This design comes from an exercise in tuning for small area on the open sky130 flow, not from production work. RTL that was checked went through simulation tests only; none was proved equivalent to the original. For runs 5 and 6, only the layout was checked, not whether the RTL still works. Power and IR drop assume default switching activity.

==> design/flow/config.mk <==
export PLATFORM = sky130hd
export DESIGN_NAME = xmodem
export DESIGN_NICKNAME = xmodem
export VERILOG_FILES = /design/flow/design.v
export SDC_FILE = /design/flow/constraint.sdc
export NUM_CORES = 4
export LEC_CHECK = 0
export CAP_MARGIN = 20
export CORE_MARGIN = 2
export CORE_UTILIZATION = 40
export SLEW_MARGIN = 20
==> design/flow/constraint.sdc <==
create_clock -name core_clock -period 20.0 [get_ports {clk}]
set_input_delay 4.0000 -clock core_clock [delete_from_list [all_inputs] [get_ports {clk}]]
set_output_delay 4.0000 -clock core_clock [all_outputs]
set_load 0.01 [all_outputs]
==> design/flow/design.v <==
`timescale 1ns / 1ps
`default_nettype none
 `timescale 1ns / 1ps
`default_nettype none
 `timescale 1ns / 1ps
`default_nettype none
module xmodem(
    output wire xmodem_done,
    output wire xmodem_saw_valid_block,
    output wire xmodem_saw_invalid_block,
    output wire xmodem_receiving_repeat_block,
    output wire xmodem_saw_valid_msg_byte,
    output wire [7:0] xmodem_data_byte,
    output wire tx,
    input wire start,
    input wire rx_pin,
    input wire clk, rst
);
    reg rx_q1, rx_s, rx_d;
    always @(posedge clk, posedge rst)
        if (rst) begin
            rx_q1 <= 1'b1;
            rx_s  <= 1'b1;
        end else begin
            rx_q1 <= rx_pin;
            rx_s  <= rx_q1;
        end
    always @(posedge clk) rx_d <= rx_s;
    wire negedge_rx = ~rx_s & rx_d;
    reg [3:0] r;                             
    reg [8:0] rc;                            
    reg [8:0] data;
    wire r_idle = r[3] & r[1] & r[0];        
    wire r_b10  = r[3] & r[1] & ~r[0];       
    wire rc_max = (rc[7:0] == 8'b0111_1000);
    wire take_sample = ~r_idle & rc_max;
    always @(posedge clk, posedge rst)
        if (rst) r <= 4'd11;
        else if (r_idle) r <= negedge_rx ? 4'd0 : 4'd11;
        else if (rc_max | r_b10) r <= r + 4'd1;
    always @(posedge clk)
        if (r_idle) rc <= 9'b1_0110_0010;    
        else rc <= {rc[7:4], rc[3] ^ rc_max, rc[2:0], rc[8] ^ rc[3]};
    always @(posedge clk, posedge rst)
        if (rst) data <= 9'd0;
        else if (take_sample) data <= {rx_s, data[8:1]};
    wire [7:0] data_byte = data[7:0];
    wire svb = r_b10 & data[8];              
    reg       D;
    reg [6:0] n;
    reg [7:0] chk;
    reg [7:0] prev;
    reg       F1, F2;
    wire b_SA = ~D &  n[1] &  n[0];
    wire b_SB = ~D & ~n[1] & ~n[0];
    wire b_SC = ~D & ~n[1] &  n[0];
    wire b_SE = ~D &  n[1] & ~n[0];
    wire is_SOH = (data_byte == 8'h01);
    wire is_EOT = (data_byte == 8'h04);
    wire adv = svb & (~b_SA | is_SOH);
    always @(posedge clk, posedge rst)
        if (rst) begin
            D <= 1'b0;
            n <= 7'd3;
        end else if (adv) begin
            n[1:0] <= n[1:0] + 2'd1;
            n[6:2] <= n[6:2] + {4'd0, D & n[1] & n[0]};
            D <= D ^ (n == 7'd1);
        end
    always @(posedge clk)
        if (~D & ~n[1]) chk <= 8'd0;
        else if (svb) chk <= chk + data_byte;
    wire [7:0] t;                            
    assign t[0] = 1'b1;
    genvar gi;
    generate
        for (gi = 1; gi < 8; gi = gi + 1) begin : g_t
            assign t[gi] = t[gi-1] & prev[gi-1];
        end
    endgenerate
    wire [7:0] dd = data_byte ^ prev;
    wire [7:0] de = dd ^ t;
    always @(posedge clk)
        if (svb & b_SB) begin
            F1 <= ~|dd;
            F2 <= ~|de;
        end else if (svb & b_SC) begin
            F1 <= (F1 & (&dd)) | (F2 & (&de));
        end
    wire saw_block = svb & b_SE;
    wire valid_block = F1 & (chk == data_byte);
    wire saw_valid_block = saw_block & valid_block;
    wire saw_invalid_block = saw_block & ~valid_block;
    wire saw_EOT_block = svb & b_SA & is_EOT;
    always @(posedge clk, posedge rst)
        if (rst) prev <= 8'd0;
        else if (saw_valid_block & F2) prev <= prev ^ t;
    assign xmodem_data_byte = data_byte;
    assign xmodem_saw_valid_msg_byte = svb & D;
    assign xmodem_saw_valid_block = saw_valid_block;
    assign xmodem_saw_invalid_block = saw_invalid_block;
    assign xmodem_receiving_repeat_block = svb & b_SC & F1;
    assign xmodem_done = saw_EOT_block;
    reg        ps;
    reg [3:0]  tc, ic;
    reg [17:0] tmr;
    wire tfN = (tmr[16:0] == 17'b0_1101_1001_1110_1010);
    wire timeout = (tc == 4'd10) | (ic == 4'd10);
    always @(posedge clk, posedge rst)
        if (rst) ps <= 1'b0;
        else ps <= ps ? ~(timeout | saw_EOT_block) : start;
    always @(posedge clk, posedge rst)
        if (rst) tc <= 4'd0;
        else if (ps & saw_valid_block) tc <= 4'd0;
        else if (ps & tfN) tc <= tc + 4'd1;
    always @(posedge clk, posedge rst)
        if (rst) ic <= 4'd0;
        else if (ps & saw_valid_block) ic <= 4'd0;
        else if (ps & saw_invalid_block) ic <= ic + 4'd1;
    always @(posedge clk, posedge rst)
        if (rst) tmr <= 18'b01_1011_0011_1101_0101;    
        else if (ps & (tfN | ~saw_valid_block))
            tmr <= {tmr[16:0], tmr[17] ^ tmr[6] ^ tfN};
    wire send_ACK = ps ? saw_valid_block : saw_EOT_block;
    wire send_NAK = ps ? (tfN | saw_invalid_block) : start;
    reg [3:0] s;                             
    reg       ack;
    reg [8:0] tcy;                           
    wire s_idle = s[3] & s[1] & s[0];
    wire s_b10  = s[3] & s[1] & ~s[0];
    wire bit_sent = (tcy[7:0] == 8'b0111_1000);
    always @(posedge clk, posedge rst)
        if (rst) s <= 4'd11;
        else if (s_idle) s <= (send_ACK | send_NAK) ? 4'd0 : 4'd11;
        else if (bit_sent | s_b10) s <= s + 4'd1;
    always @(posedge clk)
        if (s_idle) ack <= send_ACK;
    always @(posedge clk)
        if (s_idle) tcy <= 9'b0_1110_0001;   
        else tcy <= {tcy[7:4], tcy[3] ^ bit_sent, tcy[2:0], tcy[8] ^ tcy[3]};
    reg txb;
    always @(*)
        case (s)
            4'd1:    txb = 1'b0;
            4'd2:    txb = ~ack;             
            4'd3:    txb = ack;
            4'd5:    txb = 1'b0;
            4'd6:    txb = ~ack;
            4'd7:    txb = 1'b0;
            4'd8:    txb = 1'b0;
            4'd9:    txb = 1'b0;
            default: txb = 1'b1;
        endcase
    assign tx = txb;
endmodule
==> design/flow/run.sh <==
#!/bin/bash
# synth_recipe.tcl (not shown) runs the flow's synth.tcl, then flattens the netlist and writes it again
# the make line also repeats each setting of config.mk as NAME=value (left out here)
make -C /OpenROAD-flow-scripts/flow DESIGN_CONFIG=/design/flow/config.mk WORK_HOME=/design/flow/orfs CLKGATE_MAP_FILE= SYNTH_SCRIPT=/design/flow/synth_recipe.tcl finish
==> results of run 1 <==
worst max-delay path, delay by kind of cell, from the launching register on:
kind	cells	cell delay (ns)
buffers and inverters	1	0.56
adder cells (fa/ha/maj)	1	0.39
AND/OR/NAND/NOR	3	1.09
flip-flops	1	0.46
final cells by class:
type | instances | area (um2)
Fill cell | 1083 | 6247
Multi-Input combinational cell | 309 | 2311
Sequential cell | 92 | 2208
Clock buffer | 12 | 246.5
Tap cell | 143 | 178.9
Timing Repair Buffer | 18 | 177.7
Inverter | 20 | 75.07
Clock inverter | 4 | 22.52
registers in the layout, indices dropped and copies added, names as in the netlist, 7 cells and up:
| name | cells |
|---|---|
| prev | 8 |
| tcy | 9 |
| tmr | 18 |
| rc | 9 |
| chk | 8 |
| n | 7 |
| data | 9 |
logic make-up after synthesis:
group	synth area share (%)
and+or+nand+nor	18.61
adders and majority gates	7.052
buffers and inverters	4.242
AOI/OAI and AO/OA	8.616
xor gates and xnor gates	5.567
muxes	9.120
DFF	46.79
per-layer routing:
layer  GRT usage (%)  share of wire, %
met4           4.634               1.2
met2           23.07                45
met1           20.19                49
met3           5.292               4.5
met5               0                 0
cells in the mapped netlist, drive strengths merged, types with 3 or more instances:
| master | count |
|---|---|
| dfrtp | 41 |
| o31ai | 3 |
| clkbuf | 8 |
| mux2 | 34 |
| or3 | 6 |
| buf | 11 |
| nor3 | 11 |
| inv | 20 |
| xnor2 | 16 |
| o211ai | 3 |
| nor4b | 3 |
| nand3 | 18 |
| nand2 | 31 |
| nand4b | 6 |
| xor2 | 14 |
| edfxtp | 3 |
| nand2b | 10 |
| nand4 | 8 |
| o21ai | 19 |
| ha | 25 |
| dfxtp | 27 |
| and3 | 8 |
| nor2b | 3 |
| a21oi | 16 |
| dfstp | 21 |
| and2 | 10 |
| nor4 | 4 |
| nor2 | 23 |
worst max path at each step:
| stage | from | to | slack, ns |
|---|---|---|---|
| after detailed placement | data[0]$_DFFE_PP0P_ | xmodem_saw_valid_block | 13.51 |
| after global placement | data[0]$_DFFE_PP0P_ | xmodem_saw_valid_block | 13.53 |
| after global routing | data[0]$_DFFE_PP0P_ | xmodem_saw_valid_block | 13.08 |
| after floorplan | data[2]$_DFFE_PP0P_ | xmodem_saw_valid_block | 14.14 |
| final | data[2]$_DFFE_PP0P_ | xmodem_saw_valid_block | 13.15 |
| after CTS | data[0]$_DFFE_PP0P_ | xmodem_saw_valid_block | 13.14 |
power by group through the flow:
stage	logic (mW)	registers, mW	clock network, mW
global placement	0.00358	0.190	0
global route	0.00405	0.187	0.169
finish	0.00336	0.187	0.156
detailed placement	0.00363	0.190	0
floorplan	0.00194	0.190	0
CTS	0.00363	0.187	0.162
cell usage in the layout, fill, tap and decap left out, drive strengths merged, types with 3 or more instances in the layout:
master	synthesis	routed
xor2	14	14
dfrtp	41	41
nand2b	10	10
nor3	11	11
dfxtp	27	27
clkdlybuf4s50	0	17
o31ai	3	3
nor4	4	4
edfxtp	3	3
dfstp	21	21
nand4b	6	6
clkbuf	8	12
nor2	23	23
o21ai	19	19
nor4b	3	3
and3	8	8
nand3	18	18
and2	10	10
o211ai	3	3
nand2	31	31
nor2b	3	3
nand4	8	8
mux2	34	34
or3	6	6
inv	20	22
a21oi	16	16
xnor2	16	16
ha	25	25
stage by stage:
stage | hold slack [ns] | std cells | setup WS, ns
2_1_floorplan | 0.3452 | 440 | 14.14
3_3_place_gp | 0.3466 | 582 | 13.53
3_5_place_dp | 0.3476 | 582 | 13.51
4_1_cts | 0.3567 | 598 | 13.14
5_1_grt | 0.3647 | 598 | 13.08
6_report | 0.3563 | 598 | 13.15
==> results.py, run 1 <==
metrics = {
    "clock_network": {
        "cts_buffer_depth": 2,
        "clkTransAtPathRegs_ns": 0.06,
        "clock_latency_ns": 0.34,
        "post-cts-setup-buffers": 0,
        "htreeDepth": 3,
        "cts_hold_buf": 0,
        "root_buffer": "clkbuf_16",
        "cts_tree": "yes",
        "cts_buffers": 9,
        "post_cts_resized": 0,
        "clock_sinks": 92,
    },
    "routing": {
        "drtPass1Iterations": 4,
        "wl_per_cell_um": 14.70,
        "antenna_left": 0,
        "wl_um": 8791,
        "vias_per_cell": 5.328,
        "via_count": 3186,
        "post-route-drc-count": 0,
        "drt_iter0_drc": 160,
    },
    "grt": {
        "grt_max_degree": 63,
        "track_usage_pct": 15.09,
        "antenna_found_initial": 0,
        "grt_pass1_vias": 3168,
        "grt_pass1_wl_um": 15370,
        "overflow": 0,
    },
    "timing": {
        "fin_tns_setup_ns": 0,
        "clock.fmax_mhz": 146.1,
        "worstMarginPinSlew_ns": 0.9991,
        "min_period_ns": 6.845,
        "slew_violations": 0,
        "final_hold_viol_count": 0,
        "rsz0062_at_grt": "false",
        "setup_viol": 0,
        "fin_crit_sh_pct": 34.23,
        "fin_skew_ns": 0.006123,
        "slew_headroom_pct": 32.78,
    },
    "min_path": {
        "holdPathStages": 0,
        "hp-class": "flip-flop to flip-flop",
        "min_from": "rx_q1$_DFF_PP1_",
        "hold_end": "rx_s$_DFF_PP1_",
    },
    "pwr": {
        "leakage_nw": 2.375,
        "peakVddDrop_mv": 0.05204,
        "power_mw": 0.3465,
        "switchingPower_mw": 0.07171,
        "p_int_mw": 0.2748,
        "power_frac_comb_pct": 1.0,
        "p_seq_share_pct": 53.9,
        "switching_share_pct": 20.70,
        "clkPwrFrac_pct": 45.1,
        "power_density_nw_per_um2": 66.38,
    },
    "setup_path": {
        "r2r_start": "data[2]$_DFFE_PP0P_",
        "worstReg2RegEnd": "tmr[5]$_DFFE_PP0P_",
        "reg2reg_slack_ns": 17.36,
        "critPathArrivalTime_ns": 2.85,
        "path_cells": "ha_1 > or4b_4 > or3_4 > nor2_1 > clkdlybuf4s50_1",
        "cpMaxStageDelayCell": "clkdlybuf4s50_1",
        "reg2reg_depth": 6,
        "cp.required_ns": 16.00,
        "worstSetupPathType": "flip-flop to primary output",
        "path_max_fanout": 7,
        "max_stage_delay_ns": 0.56,
        "crit_path_start_kind": "flip-flop",
        "endpoint_kind": "primary output",
    },
    "synthesis": {
        "synth_warnings": 1,
        "ys.flop_type": "dfrtp_1",
        "postSynthNetCount": 470,
        "synth-seq-cells": 92,
        "yosys.area.top_type": "dfrtp_1",
        "synthTopCellsByArea": "dfrtp_1 (22%), dfstp_2 (12%), dfxtp_1 (11%)",
        "syn_area_um2": 4720,
        "yosysUniqueCellTypes": 60,
        "synth-edff-count": 3,
        "synthCells": 440,
        "synth_top_area_share_pct": 21.74,
        "synth-async-reset-ratio_pct": 67.39,
        "synth_area_per_cell_um2": 10.73,
        "ys_seq_area_share_pct": 46.79,
    },
    "final_layout": {
        "postLayoutCoreUtil_pct": 45.52,
        "final_area_um2": 5220,
        "area_growth_pct": 10.60,
        "fin_nets": 480,
        "drive_gt1_share_pct": 17.36,
        "num_antenna_cells": 0,
    },
    "die": {
        "core_area_um2": 11470,
        "fp.dieW_um": 112.6,
        "rows": 39,
        "ios": 18,
        "dieArea_um2": 12680,
        "start_util_pct": 41.16,
        "die_y_um": 112.6,
    },
    "placed_design": {
        "placed_cell_area_um2": 4951,
        "post-dp-hpwl_um": 6209,
        "numPortBuffers": 17,
        "gp_congestion": 0.7980,
    },
    "status": {
        "status": "finished clean",
    },
    "flow_run": {
        "max-cap-violations": 0,
    },
}
==> inputs of run 2 (changes only) <==
--- a/design/flow/config.mk
+++ b/design/flow/config.mk
@@ -10,2 +10,4 @@
 export CORE_UTILIZATION = 40
+export CTS_BUF_LIST = sky130_fd_sc_hd__clkbuf_8
+export CTS_CLUSTER_SIZE = 24
 export SLEW_MARGIN = 20
==> results.py, run 2 <==
metrics = {
    "synthesis": {
        "synth-seq-cells": 92,
        "synth-async-reset-ratio_pct": 67.39,
        "synth.top_cells.by_count": "dfrtp_1 (41), nand2_1 (30), dfxtp_1 (27)",
        "ys.flop_type": "dfrtp_1",
        "synth_warnings": 1,
        "postSynthNetCount": 470,
        "synth.most_common_cell": "dfrtp_1",
        "yosysUniqueCellTypes": 60,
        "synth_top_area_share_pct": 21.74,
        "ys_seq_area_share_pct": 46.79,
        "synthTopCellsByArea": "dfrtp_1 (22%), dfstp_2 (12%), dfxtp_1 (11%)",
        "synth-edff-count": 3,
        "synth_area_per_cell_um2": 10.73,
        "synthCells": 440,
        "syn_area_um2": 4720,
        "yosys.area.top_type": "dfrtp_1",
    },
    "setup_path": {
        "cp.required_ns": 16.00,
        "reg2reg_depth": 6,
        "reg2reg_slack_ns": 17.35,
        "r2r_start": "data[2]$_DFFE_PP0P_",
        "critPathArrivalTime_ns": 2.88,
        "worstReg2RegEnd": "tmr[5]$_DFFE_PP0P_",
        "crit_path_start_kind": "flip-flop",
        "worstSetupPathType": "flip-flop to primary output",
        "endpoint_kind": "primary output",
        "path_max_fanout": 7,
        "cp-startpoint": "data[2]$_DFFE_PP0P_",
    },
    "final_layout": {
        "n_fill_cell": 1094,
        "fin_nets": 480,
        "largest-register": "tmr",
        "final_cell_mix": "dfrtp_1 (41), nand2_1 (30), dfxtp_1 (27)",
        "largest_reg_flops": 18,
        "area_growth_pct": 8.457,
        "drive_gt1_share_pct": 17.36,
        "postLayoutCoreUtil_pct": 44.64,
        "num_antenna_cells": 0,
        "final_common_cell": "dfrtp_1",
    },
    "routing": {
        "wl_per_cell_um": 14.60,
        "vias_per_cell": 5.311,
        "post-route-drc-count": 0,
        "antenna_left": 0,
        "drtPass1Iterations": 5,
        "drt_iter0_drc": 168,
        "wl_um": 8729,
        "via_count": 3176,
    },
    "die": {
        "dieArea_um2": 12680,
        "die_y_um": 112.6,
        "start_util_pct": 41.16,
        "core_area_um2": 11470,
        "rows": 39,
        "ios": 18,
        "fp.dieW_um": 112.6,
    },
    "clock_network": {
        "cts_buffers": 9,
        "htreeDepth": 3,
        "cts_buffer_depth": 2,
        "cts_hold_buf": 0,
        "clock_latency_ns": 0.37,
        "clock_sinks": 92,
        "cts_tree": "yes",
        "clkTransAtPathRegs_ns": 0.08,
        "post-cts-setup-buffers": 0,
        "post_cts_resized": 0,
        "root_buffer": "clkbuf_8",
    },
    "flow_run": {
        "max-cap-violations": 0,
    },
    "timing": {
        "clock.fmax_mhz": 145.4,
        "worstMarginPinSlew_ns": 0.9723,
        "min_period_ns": 6.879,
        "fin_tns_setup_ns": 0,
        "setup_viol": 0,
        "rsz0062_at_grt": "false",
        "final_hold_viol_count": 0,
        "fin_crit_sh_pct": 34.39,
        "slew_violations": 0,
        "slew_headroom_pct": 34.58,
        "fin_skew_ns": 0.007540,
    },
    "min_path": {
        "hp-class": "flip-flop to flip-flop",
        "hold_end": "rx_s$_DFF_PP1_",
        "min_from": "rx_q1$_DFF_PP1_",
        "holdPathStages": 0,
    },
    "grt": {
        "grt_max_degree": 63,
        "grt_pass1_wl_um": 15310,
        "antenna_found_initial": 0,
        "overflow": 0,
        "grt_pass1_vias": 3155,
        "track_usage_pct": 14.96,
    },
    "pwr": {
        "power_density_nw_per_um2": 58.81,
        "peakVddDrop_mv": 0.04880,
        "switchingPower_mw": 0.06644,
        "power_frac_comb_pct": 1.1,
        "switching_share_pct": 22.07,
        "p_seq_share_pct": 62.0,
        "p_int_mw": 0.2346,
        "leakage_nw": 2.337,
        "clkPwrFrac_pct": 36.9,
    },
    "status": {
        "status": "finished clean",
    },
    "placed_design": {
        "post-dp-hpwl_um": 6209,
        "numPortBuffers": 17,
        "gp_congestion": 0.7980,
    },
}
run 2: routing by layer:
metal  wire length [um]  track usage (%)  vias to the layer above
met2               3910            23.11                       43
met3                385            4.806                       10
met5                  0                0                        -
met1               4309            20.08                     1551
met4                123            4.634                        0
li1                   -                -                     1572
run 2: how the worst max path moves through the flow:
stage                              to  slack, ns  cells past startpoint
3_3_place_gp   xmodem_saw_valid_block      13.53                      5
5_1_grt        xmodem_saw_valid_block      13.04                      5
3_5_place_dp   xmodem_saw_valid_block      13.51                      5
6_report       xmodem_saw_valid_block      13.12                      5
4_1_cts        xmodem_saw_valid_block      13.10                      5
2_1_floorplan  xmodem_saw_valid_block      14.14                      4
run 2: critical path, cell delays in order, from the launching register on:
cell             delay (ns)
dfrtp_1                0.47
ha_1                   0.38
or4b_4                 0.55
or3_4                  0.43
nor2_1                 0.13
clkdlybuf4s50_1        0.56
run 2: cell families (layout without fill, tap and decap cells):
family | after synthesis | in the layout | synth area share [%]
adders and majority gates | 26 | 26 | 7.052
AOI/OAI and AO/OA | 63 | 63 | 8.616
muxes | 35 | 35 | 9.120
DFF | 92 | 92 | 46.79
xor gates and xnor gates | 30 | 30 | 5.567
buffers and inverters | 39 | 54 | 4.242
and+or+nand+nor | 155 | 155 | 18.61
run 2: area by class of cell:
cell class | count | area, um2 | area share (%)
clock buffers | 10 | 137.6 | 2.689
inverters | 20 | 75.07 | 1.467
well taps | 143 | 178.9 | 3.495
flip-flops and latches | 92 | 2208 | 43.14
clock inverters | 6 | 30.03 | 0.5867
repair buffers | 18 | 177.7 | 3.471
multi-input cells | 309 | 2311 | 45.15
run 2: power groups by stage:
stage               clock network, mW  logic, mW  registers [mW]
detailed placement                  0    0.00363           0.190
floorplan                           0    0.00194           0.190
global route                    0.123    0.00405           0.187
global placement                    0    0.00358           0.190
finish                          0.111    0.00334           0.187
CTS                             0.117    0.00363           0.187
run 2: metrics by stage:
stage	cell area, um2	power, mW	instances	hold slack, ns	worst slack (ns)
2_1_floorplan	4720	0.1922	440	0.3452	14.14
3_3_place_gp	4951	0.1938	582	0.3466	13.53
3_5_place_dp	4951	0.1939	582	0.3476	13.51
4_1_cts	5119	0.3069	598	0.3602	13.10
5_1_grt	5119	0.3137	598	0.3687	13.04
6_report	5119	0.3010	598	0.3594	13.12
==> inputs of run 3 (changes only) <==
--- a/design/flow/config.mk
+++ b/design/flow/config.mk
@@ -10,4 +10,3 @@
 export CORE_UTILIZATION = 40
-export CTS_BUF_LIST = sky130_fd_sc_hd__clkbuf_8
-export CTS_CLUSTER_SIZE = 24
+export CTS_BUF_LIST = sky130_fd_sc_hd__clkbuf_4 sky130_fd_sc_hd__clkbuf_8
 export SLEW_MARGIN = 20
==> results.py, run 3 <==
metrics = {
    "status": {
        "status": "finished clean",
    },
    "pwr": {
        "power_frac_comb_pct": 1.1,
        "switchingPower_mw": 0.06692,
        "p_seq_share_pct": 61.1,
        "leakage_nw": 2.336,
        "power_density_nw_per_um2": 59.54,
        "switching_share_pct": 21.92,
        "p_int_mw": 0.2383,
        "peakVddDrop_mv": 0.04739,
        "clkPwrFrac_pct": 37.8,
    },
    "synthesis": {
        "yosysUniqueCellTypes": 60,
        "synth_area_per_cell_um2": 10.73,
        "synth_top_area_share_pct": 21.74,
        "syn_area_um2": 4720,
        "synth-edff-count": 3,
        "synth.most_common_cell": "dfrtp_1",
        "synthXorXnorAreaFrac_pct": 5.567,
        "synthTopCellsByArea": "dfrtp_1 (22%), dfstp_2 (12%), dfxtp_1 (11%)",
        "muxShareOfSynthArea_pct": 9.120,
        "synth_top_family_by_area": "simple AND/OR/NAND/NOR gates",
        "synth-seq-cells": 92,
        "synth_compound_area_share_pct": 8.616,
        "synthAdderAreaFrac_pct": 7.052,
        "synth_warnings": 1,
        "ys.flop_type": "dfrtp_1",
        "synthCells": 440,
        "synth.top_cells.by_count": "dfrtp_1 (41), nand2_1 (30), dfxtp_1 (27)",
        "ys_seq_area_share_pct": 46.79,
        "postSynthNetCount": 470,
        "synth-async-reset-ratio_pct": 67.39,
        "yosys.area.top_type": "dfrtp_1",
        "synthSimpleGateAreaFrac_pct": 18.61,
    },
    "clock_network": {
        "cts_buffer_depth": 2,
        "clock_sinks": 92,
        "cts_tree": "yes",
        "cts_hold_buf": 0,
        "root_buffer": "clkbuf_8",
        "clkTransAtPathRegs_ns": 0.08,
        "post_cts_resized": 0,
        "cts_buffers": 9,
        "htreeDepth": 3,
        "clock_latency_ns": 0.37,
        "post-cts-setup-buffers": 0,
    },
    "routing": {
        "antenna_left": 0,
        "drtPass1Iterations": 4,
        "post-route-drc-count": 0,
        "wl_per_cell_um": 14.58,
        "via_count": 3197,
        "wl_um": 8716,
        "drt_iter0_drc": 162,
        "vias_per_cell": 5.346,
    },
    "timing": {
        "fin_skew_ns": 0.005300,
        "min_period_ns": 6.870,
        "clock.fmax_mhz": 145.6,
        "slew_violations": 0,
        "setup_viol": 0,
        "slew_headroom_pct": 34.50,
        "rsz0062_at_grt": "false",
        "fin_tns_setup_ns": 0,
        "worstMarginPinSlew_ns": 0.9735,
        "final_hold_viol_count": 0,
        "fin_crit_sh_pct": 34.35,
        "holdWs_ns": 0.3596,
    },
    "setup_path": {
        "path_max_fanout": 10,
        "max_stage_delay_ns": 0.56,
        "worstSetupPathType": "flip-flop to primary output",
        "path_cells": "ha_1 > or4b_4 > or3_4 > nor2_1 > clkdlybuf4s50_1",
        "cpMaxStageDelayCell": "or4b_4",
        "crit_path_start_kind": "flip-flop",
        "cp.required_ns": 16.00,
        "endpoint_kind": "primary output",
        "cp_num_buf_inv": 1,
        "critical_path.top_delay_family": "simple AND/OR/NAND/NOR gates",
        "critPathArrivalTime_ns": 2.87,
    },
    "final_layout": {
        "largest_reg_flops": 18,
        "drive_gt1_share_pct": 17.80,
        "instances_no_fill": 598,
        "largest-register": "tmr",
        "area_growth_pct": 8.616,
        "final_cell_mix": "dfrtp_1 (41), nand2_1 (30), dfxtp_1 (27)",
        "postLayoutCoreUtil_pct": 44.70,
        "final_area_um2": 5126,
        "fin_nets": 480,
        "final_common_cell": "dfrtp_1",
        "num_antenna_cells": 0,
    },
    "grt": {
        "overflow": 0,
        "track_usage_pct": 14.96,
        "grt_pass1_vias": 3159,
        "grt_pass1_wl_um": 15320,
        "grt_max_degree": 63,
        "antenna_found_initial": 0,
    },
    "placed_design": {
        "gp_congestion": 0.7980,
        "numPortBuffers": 17,
        "placed_cell_area_um2": 4951,
        "post-place-cells": 582,
        "post-dp-hpwl_um": 6209,
    },
    "min_path": {
        "hp-class": "flip-flop to flip-flop",
    },
    "die": {
        "fp.dieW_um": 112.6,
        "ios": 18,
        "dieArea_um2": 12680,
        "rows": 39,
        "die_y_um": 112.6,
        "core_area_um2": 11470,
        "start_util_pct": 41.16,
    },
    "flow_run": {
        "max-cap-violations": 0,
    },
}
==> run 3: worst paths after layout <==
check	endpoint	cells past startpoint	slack, ns	start
max	xmodem_saw_valid_block	5	13.13	data[0]$_DFFE_PP0P_
min	rx_s$_DFF_PP1_	0	0.36	rx_q1$_DFF_PP1_
max reg2reg	tmr[5]$_DFFE_PP0P_	6	17.37	data[0]$_DFFE_PP0P_
min reg2reg	rx_s$_DFF_PP1_	0	0.36	rx_q1$_DFF_PP1_
max in group asynchronous	s[2]$_DFFE_PP0P_	3	15.30	rst
min in group asynchronous	tmr[11]$_DFFE_PP0P_	3	4.17	rst
==> run 3: per-layer routing <==
layer | GRT usage [%] | vias to the layer above | part of all wire, %
li1 | - | 1575 | -
met1 | 20.08 | 1562 | 48
met2 | 23.11 | 48 | 45
met3 | 4.806 | 12 | 5.4
met4 | 4.634 | 0 | 1.5
met5 | 0 | - | 0
==> run 3: cell families after synthesis <==
logic type	after synthesis
adder cells (fa/ha/maj)	26
multiplexers	35
XOR/XNOR	30
buffers and inverters	39
AND/OR/NAND/NOR	155
AO/OA/AOI/OAI	63
flip-flops	92
==> run 3: area by class of cell <==
| class | instances | area [um2] |
|---|---|---|
| clock buffer | 12 | 152.6 |
| timing repair buffer | 18 | 177.7 |
| clock inverter | 4 | 22.52 |
| fill | 1091 | 6341 |
| tap | 143 | 178.9 |
| inverter | 20 | 75.07 |
| sequential | 92 | 2208 |
| multi-input combinational | 309 | 2311 |
==> run 3: per-stage QoR <==
step,setup WS [ns],power (mW)
after global routing,13.04,0.3173
after global placement,13.53,0.1938
final,13.13,0.3052
after CTS,13.10,0.3106
after detailed placement,13.51,0.1939
after floorplan,14.14,0.1922
==> run 3: power groups by stage <==
stage | clock network (mW) | logic [mW] | registers (mW)
6_report | 0.115 | 0.00336 | 0.187
5_1_grt | 0.127 | 0.00405 | 0.187
4_1_cts | 0.120 | 0.00363 | 0.187
3_5_place_dp | 0 | 0.00363 | 0.190
3_3_place_gp | 0 | 0.00358 | 0.190
2_1_floorplan | 0 | 0.00194 | 0.190
==> run 3: worst reg2reg max path, cell delays in order (launching register included) <==
cell     delay (ns)
dfrtp_1        0.49
ha_1           0.35
or4b_4         0.56
or3_4          0.42
o21ai_4        0.15
nand2_4        0.20
mux2_4         0.36
==> inputs of run 4 (changes only) <==
==> design/flow/flow/run.sh (new file) <==
#!/bin/bash
# Own layout flow: the standard synthesis, then an area-oriented re-mapping
# of its combinational logic (registers, their names and cell types kept),
# then the standard layout steps with 1-drive port buffers.
set -euo pipefail
W=$PWD
R=$W/orfs/results/$FLOW_PLATFORM/xmodem/base
LIB=$FLOW_HOME/platforms/$FLOW_PLATFORM/lib/sky130_fd_sc_hd__tt_025C_1v80.lib
YOSYS=${YOSYS_EXE:-$FLOW_HOME/../tools/install/yosys/bin/yosys}

bash standard.sh synth > $W/std_synth.log 2>&1
cp $R/1_2_yosys.v $W/std_1_2_yosys.v

RS_LIB=$LIB RS_IN=$W/std_1_2_yosys.v RS_OUT=$W/resynth.v RS_TOP=$FLOW_TOP \
  RS_ABC=$W/flow/area.abc $YOSYS -c $W/flow/resynth.tcl > $W/resynth.log 2>&1

# replace the synthesized netlist and rebuild 1_synth.odb from it
cp $W/resynth.v $R/1_2_yosys.v
rm -f $R/1_synth.odb $R/1_synth.sdc
bash standard.sh synth > $W/std_synth_odb.log 2>&1

bash standard.sh "BUFFER_PORTS_ARGS=-buffer_cell sky130_fd_sc_hd__buf_1" finish > $W/std_finish.log 2>&1
==> design/flow/flow/area.abc (new file) <==
strash; balance -l; resub -K 6 -l; rewrite -l; resub -K 6 -N 2 -l; refactor -l; resub -K 8 -l; balance -l; resub -K 8 -N 2 -l; rewrite -l; resub -K 10 -l; rewrite -z -l; resub -K 10 -N 2 -l; balance -l; resub -K 12 -l; refactor -z -l; resub -K 12 -N 2 -l; rewrite -z -l; balance -l; balance -l; resub -K 6 -l; rewrite -l; resub -K 6 -N 2 -l; refactor -l; resub -K 8 -l; balance -l; resub -K 8 -N 2 -l; rewrite -l; resub -K 10 -l; rewrite -z -l; resub -K 10 -N 2 -l; balance -l; resub -K 12 -l; refactor -z -l; resub -K 12 -N 2 -l; rewrite -z -l; balance -l; dch -f; amap; strash; balance -l; resub -K 6 -l; rewrite -l; resub -K 6 -N 2 -l; refactor -l; resub -K 8 -l; balance -l; resub -K 8 -N 2 -l; rewrite -l; resub -K 10 -l; rewrite -z -l; resub -K 10 -N 2 -l; balance -l; resub -K 12 -l; refactor -z -l; resub -K 12 -N 2 -l; rewrite -z -l; balance -l; dch -f; amap; topo; dnsize
==> design/flow/flow/resynth.tcl (new file) <==
# Area re-mapping of the standard synthesis's combinational logic.
# The registers (and their names and cell types) are kept as blackbox
# instances; every other cell is read as its liberty function, flattened
# and mapped again by ABC with an area-oriented script.
yosys -import
set LIB $::env(RS_LIB)
set dont_use {}
set fh [open $LIB r]
while {[gets $fh line] >= 0} {
  if {[regexp {^\s*cell\s*\(\s*"?(sky130_fd_sc_hd__\w+)"?\s*\)} $line -> c]} {
    if {[string match *lpflow* $c] || [string match *probe* $c]} { lappend dont_use -dont_use $c }
  }
}
close $fh
read_liberty -ignore_miss_func $LIB
blackbox sky130_fd_sc_hd__df* sky130_fd_sc_hd__edf* sky130_fd_sc_hd__sdf* sky130_fd_sc_hd__sedf* sky130_fd_sc_hd__dl* sky130_fd_sc_hd__conb_1
read_verilog $::env(RS_IN)
hierarchy -top $::env(RS_TOP)
flatten
yosys rename -hide w:*.*
opt -purge
abc -liberty $LIB {*}$dont_use -script $::env(RS_ABC)
setundef -zero
splitnets
opt_clean -purge
hilomap -singleton -hicell sky130_fd_sc_hd__conb_1 HI -locell sky130_fd_sc_hd__conb_1 LO
insbuf -buf sky130_fd_sc_hd__buf_4 A X
opt_clean -purge
yosys rename -hide w:*.*
opt_clean -purge
tee -o $::env(RS_OUT).stat stat -liberty $LIB
write_verilog -noattr -nohex -nodec $::env(RS_OUT)
==> design/flow/standard.sh (new file) <==
#!/bin/bash
# synth_recipe.tcl (not shown) runs the flow's synth.tcl, then flattens the netlist and writes it again
# the make line also repeats each setting of config.mk as NAME=value (left out here)
make -C /OpenROAD-flow-scripts/flow DESIGN_CONFIG=/design/flow/config.mk WORK_HOME=/design/flow/orfs CLKGATE_MAP_FILE= SYNTH_SCRIPT=/design/flow/synth_recipe.tcl "${@:-finish}"
--- a/design/flow/config.mk
+++ b/design/flow/config.mk
@@ -10,3 +10,4 @@
 export CORE_UTILIZATION = 40
-export CTS_BUF_LIST = sky130_fd_sc_hd__clkbuf_4 sky130_fd_sc_hd__clkbuf_8
+export CTS_BUF_LIST = sky130_fd_sc_hd__clkbuf_8
+export CTS_CLUSTER_SIZE = 24
 export SLEW_MARGIN = 20
removed: design/flow/run.sh
==> results.py, run 4 <==
metrics = {
    "grt": {
        "overflow": 0,
        "grt_pass1_wl_um": 13520,
        "track_usage_pct": 15.53,
        "grt_max_degree": 63,
        "antenna_found_initial": 0,
        "grt_pass1_vias": 2888,
    },
    "setup_path": {
        "endpoint_kind": "primary output",
        "cp.required_ns": 16.00,
        "critPathArrivalTime_ns": 2.75,
        "worstSetupPathType": "flip-flop to primary output",
        "path_max_fanout": 8,
        "crit_path_start_kind": "flip-flop",
    },
    "final_layout": {
        "instances_no_fill": 598,
        "final_common_cell": "nor2_1",
        "n_fill_cell": 986,
        "largest_reg_flops": 18,
        "area_growth_pct": 9.813,
        "fin_nets": 464,
        "postLayoutCoreUtil_pct": 45.12,
        "final_cell_mix": "nor2_1 (71), clkinv_1 (62), dfrtp_1 (41)",
        "largest-register": "tmr",
        "drive_gt1_share_pct": 7.957,
        "num_antenna_cells": 0,
        "final_area_um2": 4410,
    },
    "die": {
        "rows": 36,
        "dieArea_um2": 10860,
        "start_util_pct": 41.09,
        "core_area_um2": 9774,
        "ios": 18,
        "fp.dieW_um": 104.2,
        "die_y_um": 104.2,
    },
    "clock_network": {
        "cts_buffers": 9,
        "cts_tree": "yes",
        "htreeDepth": 3,
        "root_buffer": "clkbuf_8",
        "clock_sinks": 92,
        "cts_buffer_depth": 2,
        "clock_latency_ns": 0.36,
        "post_cts_resized": 0,
        "post-cts-setup-buffers": 0,
        "cts_hold_buf": 0,
        "clkTransAtPathRegs_ns": 0.09,
    },
    "routing": {
        "vias_per_cell": 5.179,
        "drt_iter0_drc": 142,
        "drtPass1Iterations": 4,
        "via_count": 3097,
        "wl_per_cell_um": 13.09,
        "antenna_left": 0,
        "wl_um": 7828,
        "post-route-drc-count": 0,
    },
    "timing": {
        "setup_viol": 0,
        "fin_crit_sh_pct": 33.74,
        "fin_tns_setup_ns": 0,
        "holdWs_ns": 0.3600,
        "worstMarginPinSlew_ns": 0.9236,
        "slew_headroom_pct": 37.77,
        "clock.fmax_mhz": 148.2,
        "min_period_ns": 6.748,
        "rsz0062_at_grt": "false",
        "slew_violations": 0,
        "final_hold_viol_count": 0,
        "fin_skew_ns": 0.008732,
    },
    "synthesis": {
        "synthCells": 438,
        "syn_area_um2": 4016,
        "postSynthNetCount": 442,
        "synth_warnings": 1,
        "synth_area_per_cell_um2": 9.170,
    },
    "placed_design": {
        "placed_cell_area_um2": 4202,
        "post-place-cells": 582,
        "post-dp-hpwl_um": 5617,
        "gp_congestion": 0.8540,
        "numPortBuffers": 17,
    },
    "flow_run": {
        "max-cap-violations": 0,
    },
    "status": {
        "status": "finished clean",
    },
    "pwr": {
        "power_density_nw_per_um2": 73.29,
        "peakVddDrop_mv": 0.03904,
        "leakage_nw": 1.674,
    },
    "min_path": {
        "hp-class": "flip-flop to flip-flop",
    },
}
run 4: cell types whose count changed in the layout (fill, tap and decap cells not counted), sizes merged, moves of 14 or more:
cell	delta
mux2	-34
nor2	+48
ha	-25
xnor2	-16
buf	+18
xor2	-14
clkdlybuf4s50	-17
o22a	+15
o22ai	+25
clkinv	+60
inv	-17
run 4: worst max-delay path: stages (launching register included):
cell	delay, ns
dfstp_2	0.55
and2_0	0.21
nand3_1	0.24
nor2_1	0.20
nand3_1	0.22
nor4b_1	0.73
buf_1	0.23
run 4: per-layer routing:
metal  vias up  wire length (um)  global-route usage, %
met5         -                 0                      0
met1      1459              3966                  20.65
met4         0               183                  8.108
met2        26              3526                  24.15
li1       1601                 -                      -
met3        11               152                  2.945
run 4: report_power, final:
group	internal (mW)	total (mW)	leakage (nW)	switching [mW]
Clock	0.0692	0.134	0.114	0.0645
Sequential	0.186	0.187	1.03	0.000116
Combinational	0.000364	0.00298	0.526	0.00262
Total	0.256	0.323	1.67	0.0673
run 4: stage by stage:
stage	power (mW)	worst slack, ns
final	0.3233	13.25
after floorplan	0.1922	14.06
after detailed placement	0.1935	13.66
after global routing	0.3357	13.06
after global placement	0.1935	13.84
after CTS	0.3266	13.26
run 4: final cells by class:
| type | instances | area [um2] | share of cell area (%) |
|---|---|---|---|
| clock buffers | 9 | 123.9 | 2.809 |
| clock inverters | 7 | 85.08 | 1.929 |
| inverters | 63 | 236.5 | 5.362 |
| multi-input cells | 275 | 1511 | 34.27 |
| flip-flops and latches | 92 | 2208 | 50.07 |
| well taps | 133 | 166.4 | 3.773 |
| repair buffers | 19 | 78.83 | 1.787 |
run 4: final timing paths:
kind                       cells past startpoint  slack (ns)                     end        startpoint
min                                            0        0.36          rx_s$_DFF_PP1_   rx_q1$_DFF_PP1_
max in group asynchronous                      3       15.64     prev[7]$_DFFE_PP0P_               rst
max reg2reg                                   14       16.35     prev[7]$_DFFE_PP0P_  r[1]$_DFFE_PP1P_
max                                            6       13.25  xmodem_saw_valid_block  r[1]$_DFFE_PP1P_
min reg2reg                                    0        0.36          rx_s$_DFF_PP1_   rx_q1$_DFF_PP1_
min in group asynchronous                      3        3.83      tmr[5]$_DFFE_PP0P_               rst
==> inputs of run 5 (changes only) <==
--- a/design/flow/design.v
+++ b/design/flow/design.v
@@ -18,2 +18,25 @@
 );
+    wire [7:0] data_byte;
+    wire svb;
+    wire saw_block, valid_block, saw_EOT_block;
+    wire send_ACK, send_NAK;
+    xm_rx u_rx(.clk(clk), .rst(rst), .rx_pin(rx_pin), .data_byte(data_byte), .svb(svb));
+    xm_blk u_blk(.clk(clk), .rst(rst), .data_byte(data_byte), .svb(svb),
+        .saw_block(saw_block), .valid_block(valid_block), .saw_EOT_block(saw_EOT_block),
+        .msg_byte(xmodem_saw_valid_msg_byte), .repeat_block(xmodem_receiving_repeat_block));
+    xm_proto u_proto(.clk(clk), .rst(rst), .start(start), .saw_block(saw_block),
+        .valid_block(valid_block), .saw_EOT_block(saw_EOT_block),
+        .send_ACK(send_ACK), .send_NAK(send_NAK));
+    xm_tx u_tx(.clk(clk), .rst(rst), .send_ACK(send_ACK), .send_NAK(send_NAK), .tx(tx));
+    assign xmodem_data_byte = data_byte;
+    assign xmodem_saw_valid_block = saw_block & valid_block;
+    assign xmodem_saw_invalid_block = saw_block & ~valid_block;
+    assign xmodem_done = saw_EOT_block;
+endmodule
+module xm_rx(
+    input wire clk, rst,
+    input wire rx_pin,
+    output wire [7:0] data_byte,
+    output wire svb                          
+);
     reg rx_q1, rx_s, rx_d;
@@ -32,4 +55,4 @@
     reg [8:0] data;
-    wire r_idle = r[3] & r[1] & r[0];        
-    wire r_b10  = r[3] & r[1] & ~r[0];       
+    wire r_idle = ~r[3] & ~r[2];             
+    wire r_b10  = &r;                        
     wire rc_max = (rc[7:0] == 8'b0111_1000);
@@ -37,4 +60,4 @@
     always @(posedge clk, posedge rst)
-        if (rst) r <= 4'd11;
-        else if (r_idle) r <= negedge_rx ? 4'd0 : 4'd11;
+        if (rst) r <= 4'd0;
+        else if (r_idle) r <= negedge_rx ? 4'd5 : 4'd0;
         else if (rc_max | r_b10) r <= r + 4'd1;
@@ -46,4 +69,12 @@
         else if (take_sample) data <= {rx_s, data[8:1]};
-    wire [7:0] data_byte = data[7:0];
-    wire svb = r_b10 & data[8];              
+    assign data_byte = data[7:0];
+    assign svb = r_b10 & data[8];
+endmodule
+module xm_blk(
+    input wire clk, rst,
+    input wire [7:0] data_byte,
+    input wire svb,
+    output wire saw_block, valid_block, saw_EOT_block,
+    output wire msg_byte, repeat_block
+);
     reg       D;
@@ -53,6 +84,6 @@
     reg       F1, F2;
-    wire b_SA = ~D &  n[1] &  n[0];
-    wire b_SB = ~D & ~n[1] & ~n[0];
-    wire b_SC = ~D & ~n[1] &  n[0];
-    wire b_SE = ~D &  n[1] & ~n[0];
+    wire b_SA = ~D & ~n[1] & ~n[0];
+    wire b_SB = ~D & ~n[1] &  n[0];
+    wire b_SC = ~D &  n[1] & ~n[0];
+    wire b_SE = ~D &  n[1] &  n[0];
     wire is_SOH = (data_byte == 8'h01);
@@ -63,3 +94,3 @@
             D <= 1'b0;
-            n <= 7'd3;
+            n <= 7'd0;
         end else if (adv) begin
@@ -67,7 +98,8 @@
             n[6:2] <= n[6:2] + {4'd0, D & n[1] & n[0]};
-            D <= D ^ (n == 7'd1);
+            D <= D ^ (n == 7'd2);
         end
+    wire [7:0] sum = chk + data_byte;
     always @(posedge clk)
-        if (~D & ~n[1]) chk <= 8'd0;
-        else if (svb) chk <= chk + data_byte;
+        if (b_SA | (b_SC & svb)) chk <= 8'd0;
+        else if (svb) chk <= sum;
     wire [7:0] t;                            
@@ -80,25 +112,26 @@
     endgenerate
-    wire [7:0] dd = data_byte ^ prev;
-    wire [7:0] de = dd ^ t;
+    wire [7:0] dd = chk ^ prev;
+    wire num_eq = ~|dd;                      
+    wire num_p1 = ~|(dd ^ t);                
+    wire cpl_ok = &sum;                      
     always @(posedge clk)
-        if (svb & b_SB) begin
-            F1 <= ~|dd;
-            F2 <= ~|de;
-        end else if (svb & b_SC) begin
-            F1 <= (F1 & (&dd)) | (F2 & (&de));
+        if (svb & b_SC) begin
+            F1 <= cpl_ok & (num_eq | num_p1);
+            F2 <= num_p1;
         end
-    wire saw_block = svb & b_SE;
-    wire valid_block = F1 & (chk == data_byte);
-    wire saw_valid_block = saw_block & valid_block;
-    wire saw_invalid_block = saw_block & ~valid_block;
-    wire saw_EOT_block = svb & b_SA & is_EOT;
+    assign saw_block = svb & b_SE;
+    assign valid_block = F1 & (chk == data_byte);
+    assign saw_EOT_block = svb & b_SA & is_EOT;
+    assign msg_byte = svb & D;
+    assign repeat_block = svb & b_SC & num_eq;
     always @(posedge clk, posedge rst)
         if (rst) prev <= 8'd0;
-        else if (saw_valid_block & F2) prev <= prev ^ t;
-    assign xmodem_data_byte = data_byte;
-    assign xmodem_saw_valid_msg_byte = svb & D;
-    assign xmodem_saw_valid_block = saw_valid_block;
-    assign xmodem_saw_invalid_block = saw_invalid_block;
-    assign xmodem_receiving_repeat_block = svb & b_SC & F1;
-    assign xmodem_done = saw_EOT_block;
+        else if (saw_block & valid_block & F2) prev <= prev ^ t;
+endmodule
+module xm_proto(
+    input wire clk, rst,
+    input wire start,
+    input wire saw_block, valid_block, saw_EOT_block,
+    output wire send_ACK, send_NAK
+);
     reg        ps;
@@ -106,2 +139,4 @@
     reg [17:0] tmr;
+    wire saw_valid_block = saw_block & valid_block;
+    wire saw_invalid_block = saw_block & ~valid_block;
     wire tfN = (tmr[16:0] == 17'b0_1101_1001_1110_1010);
@@ -123,4 +158,10 @@
             tmr <= {tmr[16:0], tmr[17] ^ tmr[6] ^ tfN};
-    wire send_ACK = ps ? saw_valid_block : saw_EOT_block;
-    wire send_NAK = ps ? (tfN | saw_invalid_block) : start;
+    assign send_ACK = ps ? saw_valid_block : saw_EOT_block;
+    assign send_NAK = ps ? (tfN | saw_invalid_block) : start;
+endmodule
+module xm_tx(
+    input wire clk, rst,
+    input wire send_ACK, send_NAK,
+    output wire tx
+);
     reg [3:0] s;                             
--- a/design/flow/config.mk
+++ b/design/flow/config.mk
@@ -7,3 +7,3 @@
 export LEC_CHECK = 0
-export CAP_MARGIN = 20
+export CAP_MARGIN = 0
 export CORE_MARGIN = 2
@@ -12,2 +12,2 @@
 export CTS_CLUSTER_SIZE = 24
-export SLEW_MARGIN = 20
+export SLEW_MARGIN = 0
==> results.py, run 5 <==
metrics = {
    "clock_network": {
        "clock_latency_ns": 0.37,
        "cts_buffers": 9,
        "htreeDepth": 3,
        "root_buffer": "clkbuf_8",
        "clkTransAtPathRegs_ns": 0.09,
        "cts_tree": "yes",
        "clock_sinks": 92,
        "post_cts_resized": 0,
        "post-cts-setup-buffers": 0,
        "cts_hold_buf": 0,
        "cts_buffer_depth": 2,
    },
    "placed_design": {
        "numPortBuffers": 17,
        "detailedPlace.worstSlack_ns": 13.85,
        "gp_congestion": 0.8303,
        "post-dp-hpwl_um": 5632,
    },
    "grt": {
        "antenna_found_initial": 0,
        "track_usage_pct": 16.63,
        "grt_pass1_vias": 3001,
        "grt_pass1_wl_um": 13830,
        "grt_max_degree": 63,
        "overflow": 0,
    },
    "die": {
        "ios": 18,
        "die_y_um": 103.5,
        "dieArea_um2": 10710,
        "core_area_um2": 9684,
        "start_util_pct": 40.88,
        "fp.dieW_um": 103.5,
        "rows": 36,
    },
    "routing": {
        "via_count": 3131,
        "drt_iter0_drc": 169,
        "drtPass1Iterations": 4,
        "post-route-drc-count": 0,
        "wl_per_cell_um": 13.33,
        "antenna_left": 0,
        "vias_per_cell": 5.236,
        "wl_um": 7973,
    },
    "timing": {
        "slew_headroom_pct": 47.51,
        "min_period_ns": 6.557,
        "clock.fmax_mhz": 152.5,
        "worst_slack_ns": 13.44,
        "setup_viol": 0,
        "fin_crit_sh_pct": 32.79,
        "fin_skew_ns": 0.01156,
        "fin_tns_setup_ns": 0,
        "worstMarginPinSlew_ns": 0.7873,
        "final_hold_viol_count": 0,
        "rsz0062_at_grt": "false",
        "slew_violations": 0,
    },
    "synthesis": {
        "syn_area_um2": 3959,
        "synth_warnings": 4,
        "synthCells": 430,
        "synth_area_per_cell_um2": 9.207,
        "postSynthNetCount": 434,
    },
    "final_layout": {
        "seq_area_um2": 2202,
        "area_growth_pct": 11.85,
        "final_cell_mix": "nor2_1 (70), clkinv_1 (61), dfrtp_1 (46)",
        "final_common_cell": "nor2_1",
        "multi_input_comb_area_um2": 1524,
        "num_antenna_cells": 0,
        "postLayoutCoreUtil_pct": 45.72,
        "drive_gt1_share_pct": 7.312,
        "largest_reg_flops": 18,
        "n_fill_cell": 950,
        "largest-register": "u_proto.tmr",
        "fin_nets": 464,
    },
    "setup_path": {
        "crit_path_frequent_cell": "clkinv_1",
        "cpMaxStageDelayCell": "nand3_1",
        "max_stage_delay_ns": 0.40,
        "path_max_fanout": 12,
        "crit_path_start_kind": "flip-flop",
        "critPathArrivalTime_ns": 2.56,
        "cp.required_ns": 16.00,
        "endpoint_kind": "primary output",
        "worstSetupPathType": "flip-flop to primary output",
        "path_cells": "clkinv_1 > nor3_1 > nand3_1 > clkinv_1 > nand4_1 > nor2b_1 > buf_1",
    },
    "min_path": {
        "hp-class": "flip-flop to flip-flop",
    },
    "pwr": {
        "power_mw": 0.4469,
        "leakage_nw": 1.734,
        "peakVddDrop_mv": 0.05770,
        "power_density_nw_per_um2": 100.9,
    },
    "status": {
        "status": "finished clean",
    },
    "flow_run": {
        "max-cap-violations": 0,
    },
}
==> run 5: path summary, 6_finish.rpt <==
path | startpoint | endpoint | slack (ns) | depth (start not counted)
setup / recovery | u_rx.r[0]$_DFFE_PP0P_ | xmodem_saw_valid_block | 13.44 | 7
hold / removal | u_rx.rx_q1$_DFF_PP1_ | u_rx.rx_s$_DFF_PP1_ | 0.36 | 0
setup reg to reg | u_rx.r[0]$_DFFE_PP0P_ | u_blk.prev[7]$_DFFE_PP0P_ | 16.10 | 22
hold reg to reg | u_rx.rx_q1$_DFF_PP1_ | u_rx.rx_s$_DFF_PP1_ | 0.36 | 0
max in group asynchronous | rst | u_tx.s[2]$_DFFE_PP0P_ | 15.65 | 3
min in group asynchronous | rst | u_rx.r[3]$_DFFE_PP0P_ | 3.84 | 3
==> run 5: cell type report <==
class                      instances  share of cell area [%]
multi-input combinational        276                   34.42
tap                              133                   3.758
timing repair buffer              19                   1.780
clock inverter                     6                   1.950
inverter                          62                   5.256
sequential                        92                   49.73
clock buffer                      10                   3.108
==> run 5: power by group <==
group          switching, mW  leakage [nW]  internal, mW
Sequential            0.0238          1.03         0.226
Clock                 0.0665         0.115        0.0739
Combinational         0.0276         0.589        0.0290
Total                  0.118          1.73         0.329
==> run 5: routing by layer <==
layer | up-vias | track usage, % | wire [um]
li1 | 1582 | - | -
met1 | 1481 | 23.21 | 3877
met5 | - | 0 | 0
met2 | 55 | 25.46 | 3593
met3 | 13 | 2.621 | 341
met4 | 0 | 7.794 | 159
==> run 5: stage by stage <==
stage	std cells	hold WS, ns	instance area (um2)
6_report	598	0.3602	4428
4_1_cts	598	0.3608	4428
5_1_grt	598	0.3676	4428
2_1_floorplan	430	0.3452	3959
3_3_place_gp	582	0.3484	4204
3_5_place_dp	582	0.3482	4204
==> run 5: worst max-delay path: cells and delay by family, from the launching register on <==
kind	cells	cell delay, ns
buffers and inverters	3	0.59
flip-flops	1	0.39
AND/OR/NAND/NOR	4	1.20
==> inputs of run 6 (changes only) <==
--- a/design/flow/config.mk
+++ b/design/flow/config.mk
@@ -9,5 +9,6 @@
 export CORE_MARGIN = 2
-export CORE_UTILIZATION = 40
-export CTS_BUF_LIST = sky130_fd_sc_hd__clkbuf_8
-export CTS_CLUSTER_SIZE = 24
+export CORE_UTILIZATION = 60
+export CTS_BUF_LIST = sky130_fd_sc_hd__clkbuf_16
+export CTS_CLUSTER_DIAMETER = 200
+export CTS_CLUSTER_SIZE = 50
 export SLEW_MARGIN = 0
==> results.py, run 6 <==
metrics = {
    "final_layout": {
        "area_growth_pct": 12.20,
        "instances_no_fill": 542,
        "drive_gt1_share_pct": 7.527,
        "num_antenna_cells": 0,
        "largest-register": "u_proto.tmr",
        "final_cell_mix": "nor2_1 (70), clkinv_1 (61), dfrtp_1 (46)",
        "fin_nets": 464,
        "final_common_cell": "nor2_1",
        "postLayoutCoreUtil_pct": 69.95,
        "final_area_um2": 4442,
        "largest_reg_flops": 18,
    },
    "setup_path": {
        "cp.required_ns": 16.00,
        "critPathArrivalTime_ns": 2.52,
        "crit_path_start_kind": "flip-flop",
        "cpMaxStageDelayCell": "dfrtp_1",
        "max_stage_delay_ns": 0.39,
        "cp_num_buf_inv": 3,
        "endpoint_kind": "primary output",
        "crit_path_frequent_cell": "clkinv_1",
        "path_max_fanout": 12,
        "path_cells": "clkinv_1 > nor3_1 > nand3_1 > clkinv_1 > nand4_1 > nor2b_1 > buf_1",
        "worstSetupPathType": "flip-flop to primary output",
        "critical_path.top_delay_family": "simple AND/OR/NAND/NOR gates",
    },
    "timing": {
        "setup_viol": 0,
        "fin_tns_setup_ns": 0,
        "rsz0062_at_grt": "false",
        "fin_crit_sh_pct": 32.60,
        "worstMarginPinSlew_ns": 0.7457,
        "fin_skew_ns": 0.007332,
        "slew_headroom_pct": 50.29,
        "min_period_ns": 6.519,
        "worst_slack_ns": 13.48,
        "holdWs_ns": 0.3559,
        "final_hold_viol_count": 0,
        "clock.fmax_mhz": 153.4,
        "slew_violations": 0,
    },
    "die": {
        "core_area_um2": 6350,
        "fp.dieW_um": 85.23,
        "dieArea_um2": 7264,
        "rows": 29,
        "ios": 18,
        "die_y_um": 85.23,
        "start_util_pct": 62.34,
    },
    "placed_design": {
        "numPortBuffers": 17,
        "post-place-cells": 526,
        "post-dp-hpwl_um": 5272,
        "detailedPlace.worstSlack_ns": 13.85,
        "gp_congestion": 0.8941,
        "placed_cell_area_um2": 4134,
    },
    "grt": {
        "overflow": 0,
        "track_usage_pct": 23.01,
        "grt_pass1_vias": 2950,
        "grt_pass1_wl_um": 13240,
        "grt_max_degree": 63,
        "antenna_found_initial": 0,
    },
    "clock_network": {
        "root_buffer": "clkbuf_16",
        "cts_tree": "yes",
        "clock_latency_ns": 0.34,
        "post-cts-setup-buffers": 0,
        "cts_buffer_depth": 2,
        "htreeDepth": 3,
        "cts_hold_buf": 0,
        "cts_buffers": 9,
        "post_cts_resized": 0,
        "clock_sinks": 92,
        "clkTransAtPathRegs_ns": 0.07,
    },
    "pwr": {
        "switching_share_pct": 25.97,
        "clkPwrFrac_pct": 35.8,
        "peakVddDrop_mv": 0.09768,
        "power_density_nw_per_um2": 107.7,
        "p_int_mw": 0.3542,
        "power_mw": 0.4785,
        "power_frac_comb_pct": 11.8,
        "leakage_nw": 1.770,
        "switchingPower_mw": 0.1243,
        "p_seq_share_pct": 52.3,
    },
    "routing": {
        "antenna_left": 0,
        "drt_iter0_drc": 121,
        "post-route-drc-count": 0,
        "drtPass1Iterations": 4,
        "wl_um": 7425,
        "vias_per_cell": 5.714,
        "wl_per_cell_um": 13.70,
        "via_count": 3097,
    },
    "status": {
        "status": "finished clean",
    },
    "synthesis": {
        "syn_area_um2": 3959,
        "postSynthNetCount": 434,
        "synth_area_per_cell_um2": 9.207,
        "synthCells": 430,
        "synth_warnings": 4,
    },
    "flow_run": {
        "max-cap-violations": 0,
    },
    "min_path": {
        "hp-class": "flip-flop to flip-flop",
    },
}
## run 6: power groups by stage
| stage | Clock [mW] | Sequential, mW | Combinational [mW] |
|---|---|---|---|
| floorplan | 0 | 0.248 | 0.0452 |
| global placement | 0 | 0.253 | 0.0559 |
| detailed placement | 0 | 0.254 | 0.0569 |
| CTS | 0.176 | 0.250 | 0.0576 |
| global route | 0.182 | 0.256 | 0.0650 |
| finish | 0.172 | 0.250 | 0.0566 |
## run 6: per-layer routing
metal | routed length, um | vias to the layer above | track usage (%) | part of all wire (%)
met5 | 0 | - | 0 | 0
met3 | 327 | 10 | 6.226 | 4.4
met1 | 3616 | 1429 | 31.86 | 49
met2 | 3372 | 74 | 35.72 | 45
li1 | - | 1584 | - | -
met4 | 108 | 0 | 7.215 | 1.5
## run 6: final cells by class
type	instances	area (um2)
Inverter	62	232.7
Tap cell	77	96.34
Clock buffer	9	225.2
Fill cell	494	1908
Clock inverter	7	82.58
Timing Repair Buffer	19	78.83
Multi-Input combinational cell	276	1524
Sequential cell	92	2202
## run 6: path summary, 6_finish.rpt
kind / slack (ns) / to / depth (start not counted) / from
worst max-delay path: 13.48 / xmodem_saw_valid_block / 7 / u_rx.r[0]$_DFFE_PP0P_
worst min-delay path: 0.36 / u_rx.rx_s$_DFF_PP1_ / 0 / u_rx.rx_q1$_DFF_PP1_
worst max register to register: 16.05 / u_blk.prev[7]$_DFFE_PP0P_ / 22 / u_rx.r[0]$_DFFE_PP0P_
worst min register to register: 0.36 / u_rx.rx_s$_DFF_PP1_ / 0 / u_rx.rx_q1$_DFF_PP1_
max in group asynchronous: 15.65 / u_rx.data[2]$_DFFE_PP0P_ / 3 / rst
min in group asynchronous: 3.85 / u_proto.ps$_DFF_PP0_ / 3 / rst

-- re-timing with driven ports --
The results above use ideal ports. As a check the final layouts listed here were re-extracted and re-timed, cells and wires unchanged. Step 1, drivers: a clkbuf_16 drives clk and a buf_2 each remaining input, both assumed. Step 2 adds t to the input delays and takes it off the output delays; t is the mean of the earliest and latest rising clock arrival at the registers after step 1. Input paths then give back, and output paths get back, about the clock's delay inside the block. Slacks: ideal ports / drivers / drivers and shift; pairs: ideal ports / drivers.
run	shift t [ns]	slack for setup (ns)	latest minus earliest clock arrival (ns)	worst data-port slew with drivers (ns)
run 1	0.377	13.155 / 13.117 / 13.493	0.007 / 0.007	0.03
run 2	0.400	13.121 / 13.087 / 13.487	0.008 / 0.008	0.03
run 3	0.401	13.130 / 13.096 / 13.497	0.006 / 0.006	0.03
run 4	0.389	13.252 / 13.216 / 13.605	0.008 / 0.009	0.03
run 5	0.396	13.443 / 13.410 / 13.806	0.012 / 0.011	0.03
run 6	0.368	13.481 / 13.447 / 13.815	0.008 / 0.008	0.03
After both steps setup and hold are still met in every run listed.
